What follows belongs to an exercise in optimizing a design on an open flow for small area; a production flow would make more cautious choices.
In this exercise RTL edits were held to simulation tests only and were not proved equivalent to the original.
Power is estimated from default activity; no workload was simulated.

**design/flow/design.v**
```verilog
module uart_rx(
	input clk,
	input rst,
	input rx,
	output reg [1:0] sel,		 
	output reg [6:0] q2,		 
	output reg [6:0] q3,		 
	output run,					 
	output go,					 
	output [7:0] s_h,
	output [7:0] s_l,
	output led1,
	output led2,
	output led3
);
reg [10:0] cnt;
reg idle;
reg [3:0] rx_cnt;		 
reg dc;					 
reg [15:0] data;
reg [2:0] dn;			 
reg [7:0] para;
reg [6:0] seg_h, seg_l;
wire [10:0] cnt_inc = cnt + 11'd1;
wire bit_end = (cnt_inc == 11'd1920);
wire start = idle && !rx && (cnt_inc == 11'd960);
wire done = !idle && rx_cnt[3] && rx_cnt[0] && bit_end && rx;
wire [7:0] bh = data[7:0];
wire [7:0] bl = data[15:8];
wire h_dig = (bh[7:4] == 4'h3) && (bh[3:0] <= 4'd9);
wire l_dig = (bl[7:4] == 4'h3) && (bl[3:0] <= 4'd9);
function [6:0] pat;
	input [3:0] d;
	case (d)
		4'd0: pat = 7'b0111111;
		4'd1: pat = 7'b0000110;
		4'd2: pat = 7'b1011011;
		4'd3: pat = 7'b1001111;
		4'd4: pat = 7'b1100110;
		4'd5: pat = 7'b1101101;
		4'd6: pat = 7'b1111101;
		4'd7: pat = 7'b0000111;
		4'd8: pat = 7'b1111111;
		default: pat = 7'b1101111;
	endcase
endfunction
wire [6:0] n_seg_h = h_dig ? pat(bh[3:0]) : ((bh == 8'h00) ? 7'b0000000 : 7'b1111001);
wire [6:0] n_seg_l = l_dig ? pat(bl[3:0]) : ((bl == 8'h00) ? 7'b0000000 : 7'b1111001);
wire [7:0] para_a = h_dig ? {4'd0, bh[3:0]} : para;
wire [7:0] para_b = l_dig ? (para_a * 8'd10 + {4'd0, bl[3:0]}) : para_a;
assign go = done && (dn == 3'd3);
assign run = (dn == 3'd4);
always @(posedge clk or posedge rst) begin
	if (rst) begin
		cnt <= 0;
		idle <= 1'b1;
		rx_cnt <= 0;
		dc <= 1'b0;
		data <= 0;
		dn <= 0;
		para <= 0;
		sel <= 0;
		q2 <= 0;
		q3 <= 0;
		seg_h <= 0;
		seg_l <= 0;
	end else begin
		if (idle) begin
			if (!rx) begin
				if (start) begin
					cnt <= 11'd1;
					idle <= 1'b0;
					data <= 0;
				end else
					cnt <= cnt_inc;
			end
		end else begin
			cnt <= bit_end ? 11'd0 : cnt_inc;
			if (bit_end) begin
				if (!rx_cnt[3]) begin
					data[{dc, rx_cnt[2:0]}] <= rx;
					rx_cnt <= rx_cnt + 4'd1;
				end else if (!rx_cnt[0]) begin
					rx_cnt <= 4'd9;
				end else begin
					rx_cnt <= 0;
					if (!rx)
						dc <= ~dc;
					else begin
						idle <= 1'b1;
						dc <= 1'b0;
					end
				end
			end
		end
		if (done) begin
			seg_h <= n_seg_h;
			seg_l <= n_seg_l;
			para <= para_b;
			case (dn)
				3'd0: sel <= (para_b == 8'd1) ? 2'd1 : (para_b == 8'd2) ? 2'd2 :
				             (para_b == 8'd3) ? 2'd3 : 2'd0;
				3'd1: q2 <= para_b[6:0];
				3'd2: q3 <= para_b[6:0];
				default: ;
			endcase
			if (dn != 3'd4)
				dn <= dn + 3'd1;
		end
	end
end
assign s_h = {1'b0, seg_h};
assign s_l = {1'b0, seg_l};
assign led1 = (sel == 2'd3);
assign led2 = (q2 == 7'd6);
assign led3 = (q3 == 7'd10);
endmodule
module motion(
	input clk,
	input rst,
	input [1:0] sel,
	input [6:0] q2,
	input [6:0] q3,
	input run,
	input go,
	output pul1,
	output pul2,
	output dir1,
	output dir2,
	output stop
);
reg [7:0] t;
reg px, py, dx, dy, stp;
reg [15:0] A;
reg [15:0] B;
reg [15:0] D;
reg [28:0] V;
reg rf;
reg [1:0] rn;
wire s_line = (sel == 2'd1);
wire tick_r = (t == 8'd10) || (t == 8'd90) || (t == 8'd170);
wire tick_c = (t == 8'd7) || (t == 8'd67) || (t == 8'd127) || (t == 8'd187);
wire ev = (t == 8'd39);
wire act_l = run && s_line && !stp && ev;
wire act_r = run && (sel == 2'd2) && !stp && tick_r;
wire act_c = run && (sel == 2'd3) && tick_c;
wire [6:0] kx = B[6:0];
wire [6:0] ky = B[13:7];
wire hit_x = (q3 != 0) && (kx == q3 - 7'd1);
wire hit_y = (q2 != 0) && (ky == q2 - 7'd1);
wire x_neg = A[15];
wire y_neg = B[15];
wire c1 = !x_neg && !y_neg && !stp;
wire c2 = x_neg && !y_neg;
wire c3 = x_neg && y_neg;
wire c4 = !x_neg && y_neg;
wire cq = c1 || c2 || c3 || c4;
wire ge = c1 ? !D[15] : c2 ? V[28] : 1'b1;
wire c_tx = (c1 && ge) || (c2 && !ge) || c3;	 
wire c_ty = cq && !c_tx;						 
wire tog_x = (act_l && hit_x) || (act_r && !rf) || (act_c && c_tx);
wire tog_y = (act_l && hit_y) || (act_r && rf) || (act_c && c_ty);
wire a_up = c3;
wire [15:0] A_sum = A + (a_up ? 16'd1 : 16'hffff);
wire lp = rf ? py : px;							 
wire cnt_dec = act_l ? px : lp;					 
wire A_hit = (A[15:1] == 15'd0) && (A[0] == cnt_dec);	 
wire load_q3 = act_r && !rf;
wire [6:0] qs = load_q3 ? q3 : q2;
wire [15:0] T = {qs, 7'd0} - {7'd0, qs, 2'd0};
wire inc_x = act_l && !hit_x && (q3 != 0);
wire inc_y = act_l && !hit_y && (q2 != 0);
wire [15:0] B_add = act_c ? (c2 ? 16'hffff : 16'd1) : {8'd0, inc_y, 6'd0, inc_x};
wire [15:0] B_sum = B + B_add;
wire x_pos = !x_neg && (A != 16'd0);
wire step_x = act_c && c_tx && px;
wire step_y = act_c && c_ty && py;
wire d_x = step_x && c1 && x_pos;
wire d_y = step_y && c1;
wire v_x = step_x && !c3 && !x_pos;
wire [15:0] D_sum = D + (d_x ? {~A_sum[14:0], 1'b1} : {B[14:0], 1'b1});
wire [28:0] V_sum = V + (v_x ? {12'hfff, 4'd0, ~A_sum[11:0], 1'b1} : {13'd0, B[14:0], 1'b1});
always @(posedge clk or posedge rst) begin
	if (rst) begin
		t <= 0;
		px <= 1'b1;
		py <= 1'b1;
		dx <= 1'b0;
		dy <= 1'b0;
		stp <= 1'b0;
		A <= 0;
		B <= 0;
		D <= 0;
		V <= 0;
		rf <= 1'b0;
		rn <= 0;
	end else begin
		if (go && s_line)
			t <= 0;
		else if (run && s_line)
			t <= ev ? 8'd0 : t + 8'd1;
		else
			t <= (t == 8'd239) ? 8'd0 : t + 8'd1;
		if (tog_x)
			px <= ~px;
		if (tog_y)
			py <= ~py;
		if (go || (act_r && A_hit))
			A <= T;
		else if ((act_l && hit_x && px) || (act_r && cnt_dec) || step_x)
			A <= A_sum;
		if (act_l) begin
			B[6:0] <= hit_x ? 7'd0 : B_sum[6:0];
			B[13:7] <= hit_y ? 7'd0 : B_sum[13:7];
		end else if (step_y)
			B <= B_sum;
		if (d_x || d_y)
			D <= D_sum;
		if (v_x || d_y)
			V <= V_sum;
		if ((act_l && hit_x && A_hit) || (act_r && rf && A_hit && rn == 2'd1) || (step_y && c4))
			stp <= 1'b1;
		if (act_r && A_hit) begin
			rf <= ~rf;
			if (rf)
				rn <= rn + 2'd1;
		end
		if (act_r && A_hit) begin
			if (rf)
				dy <= ~dy;
			else
				dx <= ~dx;
		end
		if (act_c && cq) begin
			dx <= y_neg;
			dy <= !x_neg;
		end
	end
end
assign pul1 = px;
assign pul2 = py;
assign dir1 = dx;
assign dir2 = dy;
assign stop = stp;
endmodule
module top(
	input clk,
	input rst,
	output stop,
	input rx,
	output [7:0]segment_h,
	output [7:0]segment_l,
	output pul1,
	output pul2,
	output dir1,
	output dir2,
	output led1,
	output led2,
	output led3
);
wire [1:0] sel;
wire [6:0] q2, q3;
wire run, go;
uart_rx uart_rx(
	.clk(clk), .rst(rst), .rx(rx),
	.sel(sel), .q2(q2), .q3(q3), .run(run), .go(go),
	.s_h(segment_h), .s_l(segment_l),
	.led1(led1), .led2(led2), .led3(led3)
);
motion motion(
	.clk(clk), .rst(rst),
	.sel(sel), .q2(q2), .q3(q3), .run(run), .go(go),
	.pul1(pul1), .pul2(pul2), .dir1(dir1), .dir2(dir2), .stop(stop)
);
endmodule
```
**design/flow/run.sh**
```bash
#!/bin/bash
# synth_recipe.tcl (not shown) runs the flow's synth.tcl, then flattens the netlist and writes it again
# the make line also repeats each setting of config.mk as NAME=value (left out here)
make -C /OpenROAD-flow-scripts/flow DESIGN_CONFIG=/design/flow/config.mk WORK_HOME=/design/flow/orfs CLKGATE_MAP_FILE= SYNTH_SCRIPT=/design/flow/synth_recipe.tcl finish
```
**design/flow/config.mk**
```make
export PLATFORM = sky130hd
export DESIGN_NAME = top
export DESIGN_NICKNAME = top
export VERILOG_FILES = /design/flow/design.v
export SDC_FILE = /design/flow/constraint.sdc
export NUM_CORES = 4
export LEC_CHECK = 0
export CAP_MARGIN = 20
export CORE_MARGIN = 2
export CORE_UTILIZATION = 40
export SLEW_MARGIN = 20
```
**design/flow/constraint.sdc**
```tcl
create_clock -name core_clock -period 16.0 [get_ports {clk}]
set_input_delay 3.2000 -clock core_clock [delete_from_list [all_inputs] [get_ports {clk}]]
set_output_delay 3.2000 -clock core_clock [all_outputs]
set_load 0.01 [all_outputs]
```
==> flow_metrics.py <==
metrics = {
    "yosys": {
        "syn_area_sq_mm": 0.0130,
        "ys_async_sr_fraction": 1.00,
        "synth_top_cell_area_share": 0.316,
        "yosys_warnings": 2,
        "synth_cells": 1516,
        "synth-edff-count": 0,
        "ys_types": 89,
        "yosysTopAreaCell": "dfrtp_1",
        "syn_avg_cell_area_sq_um": 8.56,
        "synth-seq-cells": 167,
        "synth_area_leaders": "dfrtp_1, ha_1, nand2_1",
        "yosysSeqAreaShare": 0.322,
        "synth_top_flop_cell": "dfrtp_1",
    },
    "placed_design": {
        "pre_cts_slack_ns": 10.17,
        "dp_hpwl_mm": 23.0,
        "place_congestion": 0.865,
        "placed_cells": 1887,
        "port_buffers": 24,
    },
    "timing": {
        "finalClockSkew_ns": 0.0128,
        "period_minus_slack_ns": 5.53,
        "finalWorstSetupSlack_ns": 10.47,
        "timing.final.crit_share": 0.346,
        "worstMarginPinSlew_ns": 0.956,
        "tns_ns": 0,
        "rsz0062_at_grt": "false",
        "hold_violations": 0,
        "setup_viol": 0,
        "timing.fmax_mhz": 181,
        "relSlewSlack": 0.363,
        "final_max_slew_viol_count": 0,
    },
    "power_and_ir_drop": {
        "peakVddDrop_uv": 76.3,
        "p_leak_nw": 6.33,
        "power_density_mw_per_mm2": 61.1,
    },
    "critical_path": {
        "cp_cell_sequence": "nand2_1, fa_1, a211oi_1, o21ai_0, o211ai_1, nor2b_1, nor2_1, xnor2_1, o21ai_0, ha_1, nand2_1, nor4_1, o21ai_0, a21oi_1, o21ai_0, a21oi_1, o211ai_1, mux2i_1, o311ai_1",
        "cp_common_cell": "o21ai_0",
        "rr_worst_depth": 19,
        "r2r_end": "motion.V[18]$_DFFE_PP0P_",
        "worst-path-buf-inv": 0,
        "crit_slowest_cell": "dfrtp_1",
        "cp_top_family": "compound AO/OA/AOI/OAI gates",
        "cp-start-kind": "flip-flop",
        "worstPathRequired_ns": 16.32,
        "cp_max_fo": 16,
        "slowest_delay_ns": 0.62,
        "r2r_slack_ns": 10.47,
        "cp.arrival_ns": 5.85,
        "cp-end-kind": "flip-flop",
        "path_class": "reg -> reg",
        "rr_startpoint": "motion.A[15]$_DFFE_PP0P_",
    },
    "clocking": {
        "cts_root_buffer": "clkbuf_16",
        "cts.sinks": 167,
        "clk_pin_slew_ns": 0.07,
        "clock_path_buffers": 2,
        "cts_setup_buffers": 0,
        "cts_made_buffers": 17,
        "cts-hold-fix-buffers": 0,
        "insertion_delay_ns": 0.45,
        "cts.repair.resized": 0,
        "cts_tree": "done",
        "htreeDepth": 4,
    },
    "final_layout": {
        "antennaDiodeCount": 0,
        "finish.net_count": 1626,
        "final_layout_size_suffix_gt1_frac": 0.0613,
        "final_cell_mix": "nand2_1, dfrtp_1, o21ai_0",
        "stdcell_count": 1919,
        "n_fill_cell": 3128,
        "layout_commonest_cell": "nand2_1",
        "syn_to_final_growth_pct": 8.53,
    },
    "die": {
        "die_w_um": 184,
        "initial_core_util": 0.409,
        "die_h_um": 184,
        "fp.coreArea_sq_mm": 0.0317,
        "rows": 65,
        "num_io_pins": 27,
        "die-area_sq_mm": 0.0339,
    },
    "job": {
        "max_cap_violations": 0,
    },
    "routing": {
        "ant_nets": 0,
        "vias": 10600,
        "drt_wl_total_mm": 31.4,
        "post-route-drc-count": 0,
        "drt-initial-drc-count": 555,
        "vias_per_cell": 5.53,
        "avgRoutedWirePerCell_um": 16.4,
        "firstDrtPassIters": 5,
    },
    "min_path": {
        "min_path_cells": 2,
        "min_path_type": "reg -> reg",
        "worstHoldEndpoint": "uart_rx.para[5]$_DFFE_PP0P_",
        "worstHoldStart": "uart_rx.para[5]$_DFFE_PP0P_",
    },
    "global_route": {
        "grt_max_degree": 100,
        "track_usage": 0.193,
        "first_global_vias": 10400,
        "grt_pass1_wl_mm": 53.3,
        "grt-ovfl-total": 0,
        "antenna_found_initial": 0,
    },
    "status": {
        "outcome": "finished clean",
    },
}
[worst max path at each step]
stage | depth (start not counted) | start | slack (ns) | endpoint
4_1_cts | 19 | motion.A[15]$_DFFE_PP0P_ | 10.52 | motion.V[18]$_DFFE_PP0P_
6_report | 19 | motion.A[15]$_DFFE_PP0P_ | 10.47 | motion.V[18]$_DFFE_PP0P_
2_1_floorplan | 1 | rst | 8.29 | motion.A[0]$_DFFE_PP0P_
5_1_grt | 19 | motion.A[15]$_DFFE_PP0P_ | 9.94 | motion.V[18]$_DFFE_PP0P_
3_3_place_gp | 8 | rx | 10.31 | uart_rx.data[3]$_DFFE_PP0P_
3_5_place_dp | 8 | rx | 10.17 | uart_rx.data[10]$_DFFE_PP0P_
[where the power goes]
group	total [W]	internal, W	leakage, nW	switching, W
registers	0.000424	0.000423	2.19	0.00000103
logic	0.0000157	0.00000345	3.85	0.0000123
clock network	0.000421	0.000214	0.291	0.000208
[layout make-up]
cell class,count,area (sq um),share of cell area
Clock inverter,14,145,0.0103
Timing Repair Buffer,34,315,0.0224
Clock buffer,18,439,0.0312
Inverter,60,230,0.0163
Multi-Input combinational cell,1224,8270,0.587
Sequential cell,167,4180,0.297
Tap cell,402,503,0.0357
[layer usage]
| metal | track usage | routed length, um | up-vias |
|---|---|---|---|
| li1 | - | - | 5362 |
| met1 | 0.253 | 14900 | 5089 |
| met2 | 0.339 | 15500 | 147 |
| met3 | 0.0302 | 826 | 18 |
| met4 | 0.0368 | 212 | 0 |
| met5 | 0 | 0 | - |
[cell families (layout without fill, tap and decap cells)]
kind of cell	after synthesis	after routing	share of synthesized area
XOR/XNOR	116	116	0.0783
adder cells (fa/ha/maj)	119	119	0.118
AND/OR/NAND/NOR	519	519	0.192
flip-flops	167	167	0.322
multiplexers	57	57	0.0466
AO/OA/AOI/OAI	411	411	0.201
buffers and inverters	126	126	0.0412
other	1	2	0.000289
[stage by stage]
step            util  hold WS (ns)  power (W)  cell area [sq um]
2_1_floorplan      -         0.431   0.000443              13000
3_3_place_gp   0.426         0.442   0.000449              13500
3_5_place_dp   0.426         0.450   0.000449              13500
4_1_cts        0.444         0.466   0.000875              14100
5_1_grt        0.444         0.502   0.000893              14100
6_report       0.444         0.462   0.000861              14100
[cell usage after synthesis (all sizes together), types with 10 or more instances]
master  number
a211oi      16
a21o        28
a21oi       89
a22o        12
a31oi       12
and2        14
and3        15
buf         24
clkbuf      42
dfrtp      164
ha         113
inv         60
mux2        27
mux2i       30
nand2      213
nand2b      22
nand3       35
nand4       14
nor2       106
nor2b       14
nor3        31
nor4        13
o21a        10
o21ai      154
o31ai       16
xnor2       67
xor2        49
[registers in the layout, summed over array words and instances (netlist names), 7 cells and up]
signal,cells
motion.t,8
uart_rx.q2,7
motion.D,16
uart_rx.q3,7
uart_rx.seg_h,7
motion.A,16
uart_rx.seg_l,7
uart_rx.para,8
uart_rx.data,16
uart_rx.cnt,11
motion.V,29
motion.B,16
[worst reg2reg max path, cell delays in order (launching register included)]
cell      delay, ns
dfrtp_1        0.62
nand2_1        0.52
fa_1           0.61
a211oi_1       0.44
o21ai_0        0.16
o211ai_1       0.21
nor2b_1        0.08
nor2_1         0.12
xnor2_1        0.19
o21ai_0        0.16
ha_1           0.35
nand2_1        0.08
nor4_1         0.37
o21ai_0        0.23
a21oi_1        0.45
o21ai_0        0.19
a21oi_1        0.21
o211ai_1       0.15
mux2i_1        0.17
o311ai_1       0.11

[port drivers added, routing unchanged]
The results above use ideal ports. As a check the final layout listed here was re-extracted and re-timed, cells and wires unchanged. Step 1 assumes that a clkbuf_16 drives the clock port and a buf_2 every other input. Step 2 adds t to the input delays and takes it off the output delays; t is the mean of the earliest and latest rising clock arrival at the registers after step 1. Input paths then give back, and output paths get back, about the clock's delay inside the block. Three values: ideal ports, drivers, drivers and shift; two values: the first two.
t, ns: 0.491
setup slack, ns: 10.466 / 10.466 / 10.125
latest minus earliest clock arrival (ns): 0.013 / 0.013
worst data-port slew with drivers (ns): 0.03
After both steps setup and hold are still met in this run. The setup slack of this run moves by 0.000 ns with the drivers and by -0.341 ns with both steps.
